Context: an optimization exercise on an open-source flow, tuned for small area and a short achievable clock period. The choices shown serve that exercise and are no tape-out recipe. The RTL was checked by simulation tests, not by an equivalence proof against the original design. Power figures rest on the tool's default switching activity, not on a simulated workload.

## cpu
module cpu (
    input clk,
    input reset,
    output [31:0] iaddr,
    input [31:0] idata,
    output [31:0] daddr,
    input [31:0] drdata,
    output [31:0] dwdata,
    output [3:0] dwe
);
Size in the first run: roughly 6000 cells after synthesis, roughly 170 I/O pins, about 55000 sq um of cells after synthesis.
clock: 15.0 ns
lec_check: 0
abc_clock_period_in_ps: 10000
cap_margin: 20
core_margin: 2
core_utilization: 50
cts_buf_list: sky130_fd_sc_hd__clkbuf_8
cts_cluster_size: 20
slew_margin: 20
synth_hierarchical: 1
standard.sh (not shown) runs the stock make flow with config.mk's settings and CLKGATE_MAP_FILE= SYNTH_SCRIPT=/design/flow/synth_recipe.tcl, a recipe that flattens the netlist after the stock synthesis.
==> flow/flow/run.sh <==
#!/bin/bash
# Layout flow: the standard ORFS flow (standard.sh, unchanged synthesis,
# floorplan, power grid, placement, CTS and routing), run with a larger setup
# repair margin so that timing repair keeps improving the critical paths, and
# with buf_2 cells as the port buffers. The make output goes to orfs_make.log;
# each ORFS step keeps its own log under orfs/logs/.
set -euo pipefail
bash standard.sh \
    SETUP_SLACK_MARGIN=5.8 \
    "BUFFER_PORTS_ARGS=-buffer_cell sky130_fd_sc_hd__buf_2" \
    finish > orfs_make.log 2>&1
The first run went through all stages and came out clean.
==> next run, changes <==
--- a/flow/flow/run.sh
+++ b/flow/flow/run.sh
@@ -8,3 +8,3 @@
 bash standard.sh \
-    SETUP_SLACK_MARGIN=5.8 \
+    SETUP_SLACK_MARGIN=5.5 \
     "BUFFER_PORTS_ARGS=-buffer_cell sky130_fd_sc_hd__buf_2" \
- CAP_MARGIN: 20 -> 10
- CORE_UTILIZATION: 50 -> 40
- SLEW_MARGIN: 20 -> 10
What happened:
- The new run went through all stages and came out clean
- worst setup slack got worse by 0.18 ns
- sequential cell count is unchanged
- sequential share of layout area increases by 1.5 points
- power went down by a few percent
- sequential power stays flat
- wire length came out lower by a few percent
- clock power barely changes
- area after synthesis is unchanged
- design area drops by a few percent
- non-clock buffer count went down by 145
- global-route usage decreases by 11 points
==> next run, changes <==
==> flow/run.sh (new file) <==
#!/bin/bash
# synth_recipe.tcl (not shown) runs the flow's synth.tcl, then flattens the netlist and writes it again
# the make line also repeats each setting of config.mk as NAME=value (left out here)
make -C /OpenROAD-flow-scripts/flow DESIGN_CONFIG=/design/flow/config.mk WORK_HOME=/design/flow/orfs CLKGATE_MAP_FILE= SYNTH_SCRIPT=/design/flow/synth_recipe.tcl finish
- CAP_MARGIN: 10 -> 20
- CTS_CLUSTER_SIZE: 20 -> unset
- SETUP_SLACK_MARGIN: unset -> 5
- SLEW_MARGIN: 10 -> 20
removed: flow/flow/run.sh
removed: flow/standard.sh
Result: Flip-flop and latch count is unchanged. Utilization grows by 0.15 points. Die area is unchanged. Worst setup slack loses 0.42 ns. Fmax is lower by 4.2%. Via count decreases by 0.97%. Sequential share of layout area fell by 0.10 points. Design area goes up by 0.32%. Total power went down by 0.39%. Count of clock-buffer cells in the layout drops by 7.
==> next run, changes <==
==> flow/flow/run.sh (new file) <==
#!/bin/bash
# Layout flow: the standard ORFS flow (standard.sh, unchanged synthesis,
# floorplan, power grid, placement, CTS and routing), run with a larger setup
# repair margin so that timing repair keeps improving the critical paths, and
# with buf_2 cells as the port buffers. The make output goes to orfs_make.log;
# each ORFS step keeps its own log under orfs/logs/.
set -euo pipefail
bash standard.sh \
    SETUP_SLACK_MARGIN=5.8 \
    "BUFFER_PORTS_ARGS=-buffer_cell sky130_fd_sc_hd__buf_2" \
    finish > orfs_make.log 2>&1
==> flow/standard.sh (new file) <==
#!/bin/bash
# synth_recipe.tcl (not shown) runs the flow's synth.tcl, then flattens the netlist and writes it again
# the make line also repeats each setting of config.mk as NAME=value (left out here)
make -C /OpenROAD-flow-scripts/flow DESIGN_CONFIG=/design/flow/config.mk WORK_HOME=/design/flow/orfs CLKGATE_MAP_FILE= SYNTH_SCRIPT=/design/flow/synth_recipe.tcl "${@:-finish}"
- CTS_CLUSTER_SIZE: unset -> 20
- SETUP_SLACK_MARGIN: 5 -> unset
removed: flow/run.sh
Effect: Die area does not change; final area climbs by about 3%; wire length climbs by about 2.4%; hold slack is about the same; clock skew drops by 0.0037 ns.

## port drivers added, routing unchanged
In the flow no input, the clock included, has a driving cell. The finished layouts below were timed again as built, in two steps. Step 1, drivers: a clkbuf_16 drives clk and a buf_2 each remaining input, both assumed. Step 2 adds t to the input delays and takes it off the output delays; t is the mean of the earliest and latest rising clock arrival at the registers after step 1. Input paths then give back, and output paths get back, about the clock's delay inside the block. a / b / c = no drivers / after step 1 / after step 2; a / b = the first two.
| run | t (ns) | setup slack, ns | clock arrival spread, ns | worst data-port slew with drivers (ns) |
|---|---|---|---|---|
| the first run | 0.992 | 5.515 / 5.427 / 4.663 | 0.036 / 0.036 | 0.15 |
| the second run | 0.995 | 5.339 / 5.303 / 4.459 | 0.078 / 0.078 | 0.17 |
| the third run | 1.016 | 4.920 / 4.854 / 4.161 | 0.059 / 0.059 | 0.06 |
| the fourth run | 0.991 | 5.624 / 5.534 / 4.693 | 0.056 / 0.056 | 0.14 |
After both steps setup and hold are still met in every run listed. The setup slack of the fourth run, which loses most, moves by -0.090 ns with the drivers and by -0.931 ns with both steps.
